This design comes from an exercise in tuning for small area, a short achievable clock period and few clock cycles on the open sky130 flow, not from production work.

==> v27 <==
==> flow/design.v (excerpt) <==
module Gcd(
	input [15:0] d1,
	input [15:0] d2,
	input clk,
	input rst,
	input start,
	output ready,
	output [15:0] gcd,
	output finished_flag
);
==> module Gcd, before the edit <==
module Gcd(
	input [15:0] d1,
	input [15:0] d2,
	input clk,
	input rst,
	input start,
	output ready,
	output [15:0] gcd,
	output finished_flag
);
reg [15:0] a;
reg [15:0] b;
reg        busy;
function [15:0] pfx;
	input [15:0] v;
	integer l, i;
	begin
		pfx = v;
		for (l = 0; l < 4; l = l + 1)
			for (i = 0; i < 16; i = i + 1)
				if ((i >> l) & 1)
					pfx[i] = pfx[i] | pfx[((i >> l) << l) - 1];
	end
endfunction
function [3:0] enc;
	input [15:0] h;
	begin
		enc[0] = |(h & 16'hAAAA);
		enc[1] = |(h & 16'hCCCC);
		enc[2] = |(h & 16'hF0F0);
		enc[3] = |(h & 16'hFF00);
	end
endfunction
wire [15:0] axb = a ^ b;
wire [15:0] p   = a | b;
wire [15:0] pp  = pfx(p);
wire [15:0] px  = pfx(axb);
wire done = ~px[15] | ~|a | ~|b;
assign ready         = ~busy | done;
assign finished_flag = busy & done;
assign gcd           = a | b;
wire [15:0] lo = p & ~{pp[14:0], 1'b0};      
wire [15:0] lx = axb & ~{px[14:0], 1'b0};    
wire b_even = ~|(b & lo);                    
wire [3:0] s = enc(lx) - enc(lo);
reg [15:0] cg, cp;
integer li, ii;
always @* begin
	cg = a & ~b;
	cp = ~axb;
	cg[0] = cg[0] | cp[0];    
	for (li = 0; li < 4; li = li + 1)
		for (ii = 0; ii < 16; ii = ii + 1)
			if ((ii >> li) & 1) begin
				cg[ii] = cg[ii] | (cp[ii] & cg[((ii >> li) << li) - 1]);
				cp[ii] = cp[ii] & cp[((ii >> li) << li) - 1];
			end
end
wire [15:0] dab    = ~axb ^ {cg[14:0], 1'b1};
wire        a_lt_b = ~cg[15];
wire [15:0] dabs   = dab ^ ({px[14:0], 1'b0} & {16{a_lt_b}});
wire [15:0] a_step   = dabs >> s;
wire        b_take_a = b_even | a_lt_b;
always @(posedge clk) begin
	if (ready) begin
		a <= d1;
		b <= d2;
	end else begin
		a <= a_step;
		if (b_take_a)
			b <= a;
	end
	if (~rst)
		busy <= 1'b0;
	else if (ready)
		busy <= start;
end
endmodule
export LEC_CHECK = 0
export ABC_AREA = 1
export CAP_MARGIN = 20
export CORE_MARGIN = 2
export CORE_UTILIZATION = 40
export PLACE_DENSITY = 0.6
export SETUP_SLACK_MARGIN = 1.2
export SLEW_MARGIN = 20
create_clock -name core_clock -period 4.5 [get_ports {clk}]
standard.sh (not shown) runs the stock make flow with config.mk's settings and CLKGATE_MAP_FILE= SYNTH_SCRIPT=/design/flow/synth_recipe.tcl, a recipe that flattens the netlist after the stock synthesis.
==> flow/flow/run.sh <==
#!/bin/bash
# Standard layout, except that synthesis leaves the adder cells (fa/ha) to
# abc instead of mapping them first (ADDER_MAP_FILE empty).
set -euo pipefail
bash standard.sh ADDER_MAP_FILE= synth > synth.log 2>&1
bash standard.sh > layout.log 2>&1
==> v14 (differences from v27) <==
==> flow/design.v (replaced) <==
`timescale 1ns / 1ps
module Gcd(
	input [15:0] d1,
	input [15:0] d2,
	input clk,
	input rst,
	input start,
	output ready,
	output [15:0] gcd,
	output finished_flag
);
reg [15:0] a;
reg [15:0] b;
reg        busy;
function [3:0] enc;
	input [15:0] h;
	begin
		enc[0] = |(h & 16'hAAAA);
		enc[1] = |(h & 16'hCCCC);
		enc[2] = |(h & 16'hF0F0);
		enc[3] = |(h & 16'hFF00);
	end
endfunction
wire [15:0] axb = a ^ b;
wire done = ~|axb | ~|a | ~|b;
assign ready         = ~busy | done;
assign finished_flag = busy & done;
assign gcd           = a | b;
function [15:0] lowbit;
	input [15:0] v;
	reg [15:0] o;
	integer l, i;
	begin
		o = v;
		for (l = 0; l < 4; l = l + 1)
			for (i = 0; i < 16; i = i + 1)
				if ((i >> l) & 1)
					o[i] = o[i] | o[((i >> l) << l) - 1];
		lowbit = v & ~{o[14:0], 1'b0};
	end
endfunction
wire [15:0] p  = a | b;
wire [15:0] lo = lowbit(p);      
wire [15:0] la = lowbit(a);
wire [15:0] lx = lowbit(axb);
wire a_even = ~|(a & lo);    
wire b_even = ~|(b & lo);    
wire [3:0]  tk = enc(lo);
wire [3:0]  ty = enc(la) ^ enc(lx) ^ tk;
wire [4:0]  sd = {1'b0, ty} - {1'b0, tk};
wire [2:0]  s  = sd[3] ? 3'd7 : sd[2:0];
genvar gi;
wire [15:0] ox;
generate
	for (gi = 0; gi < 16; gi = gi + 1) begin : g_ox
		if (gi == 0) begin : g0
			assign ox[gi] = 1'b0;
		end else begin : gn
			assign ox[gi] = |axb[gi-1:0];
		end
	end
endgenerate
reg [15:0] cg, cp;
reg [16:0] cy;
integer li, ii;
always @* begin
	cg = a & ~b;
	cp = ~axb;
	cg[0] = cg[0] | cp[0];    
	for (li = 0; li < 4; li = li + 1)
		for (ii = (2 << li) - 1; ii < 16; ii = ii + (2 << li)) begin
			cg[ii] = cg[ii] | (cp[ii] & cg[ii - (1 << li)]);
			cp[ii] = cp[ii] & cp[ii - (1 << li)];
		end
	for (li = 2; li >= 0; li = li - 1)
		for (ii = 3 * (1 << li) - 1; ii < 16; ii = ii + (2 << li)) begin
			cg[ii] = cg[ii] | (cp[ii] & cg[ii - (1 << li)]);
			cp[ii] = cp[ii] & cp[ii - (1 << li)];
		end
	cy = {cg, 1'b1};
end
wire [15:0] dab_lo = ~axb ^ cy[15:0];
wire        a_lt_b = ~cy[16];
wire [16:0] dab = {a_lt_b, dab_lo};
wire [15:0] dabs = dab[15:0] ^ (ox & {16{a_lt_b}});
wire [15:0] x = a_even ? a : dabs;
wire [15:0] a_step = x >> s;
wire b_take_a = ~a_even & (b_even | a_lt_b);
always @(posedge clk) begin
	if (ready) begin
		a <= d1;
		b <= d2;
	end else begin
		a <= a_step;
		if (b_take_a)
			b <= a;
	end
	if (~rst)
		busy <= 1'b0;
	else if (ready)
		busy <= start;
end
endmodule
==> flow/run.sh (new file) <==
#!/bin/bash
# synth_recipe.tcl (not shown) runs the flow's synth.tcl, then flattens the netlist and writes it again
# the make line also repeats each setting of config.mk as NAME=value (left out here)
make -C /OpenROAD-flow-scripts/flow DESIGN_CONFIG=/design/flow/config.mk WORK_HOME=/design/flow/orfs CLKGATE_MAP_FILE= SYNTH_SCRIPT=/design/flow/synth_recipe.tcl finish
--- a/flow/config.mk
+++ b/flow/config.mk
@@ -10,5 +10,5 @@
 export CORE_MARGIN = 2
 export CORE_UTILIZATION = 40
 export PLACE_DENSITY = 0.6
-export SETUP_SLACK_MARGIN = 1.2
+export SETUP_SLACK_MARGIN = 1.0
 export SLEW_MARGIN = 20
removed: flow/flow/run.sh
removed: flow/standard.sh
==> comparison table <==
quantity                                                                                     v27                        v14
Number of multi-input logic gates                                                            629                        558
Clock-cell share of area                                                                  1.573%                     2.637%
Fmax                                                                                   329.9 MHz                  290.7 MHz
Destination of the worst hold path                                                b[1]$_DFFE_PP_               a[1]$_DFF_P_
Multi-input gate area                                                                 3126 sq um                 3685 sq um
Share of final-layout standard cells stronger than drive strength 1                       14.10%                     26.64%
Depth of the worst register-to-register path                                                   9                         17
Maximum single-stage delay on the critical path                                          0.77 ns                    0.43 ns
Clock-pin slew of the registers on the worst-case setup and hold paths                   0.07 ns                    0.06 ns
Number of non-clock inverters in the layout                                                  106                        114
Outcome                                                                 timing/DRC/antenna clean   timing/DRC/antenna clean
Insertion delay of the later-clocked pin in the worst-skew pair                          0.29 ns                    0.30 ns
Adder-cell share of the synthesized area                                                      0%                     12.47%
Detailed-routing iteration count for the pre-antenna-repair pass                               7                          6
Final worst-path setup slack                                                            1.468 ns                   1.060 ns
Detailed placement HPWL                                                                12,580 um                  12,960 um
Drt first-iter violations                                                                    419                        292
Reg2Reg Launch Point                                                             b[10]$_DFFE_PP_             b[4]$_DFFE_PP_
Met3 track demand over resource in global routing                                         4.280%                     4.538%
Unique masters post-synth                                                                     43                         46
Most frequently used flop master after synthesis                        sky130_fd_sc_hd__dfxtp_1  sky130_fd_sc_hd__edfxtp_1
Routability congestion estimate                                                           0.9326                     0.9702
No run of this note included a check of the RTL's function; only the layout flow was run.

[separate check: timing with driven ports]
How much do the figures lean on ideal ports? The routed layouts below were timed once more, with nothing changed but the port constraints. Step 1 sets driving cells, clkbuf_16 on the clock port and buf_2 on the other inputs (assumed; they add their load-dependent delay and slew). Step 2 times the ports against the registers' clock, not the clock port: input delays grow and output delays shrink by t, the midpoint of the rising clock arrivals with the driver on. Three values: no drivers, after step 1, after step 2; two values: the first two.
run | t (ns) | setup WS [ns] | hold slack, ns | clock arrival spread, ns | cell pins on the clock port's net
v27 | 0.314 | 1.468 / 1.449 / 1.468 | 0.650 / 0.650 / 0.650 | 0.008 / 0.007 | 1
v14 | 0.332 | 1.060 / 1.060 / 1.060 | 0.610 / 0.610 / 0.610 | 0.008 / 0.007 | 1
After both steps every run listed still meets setup and hold.
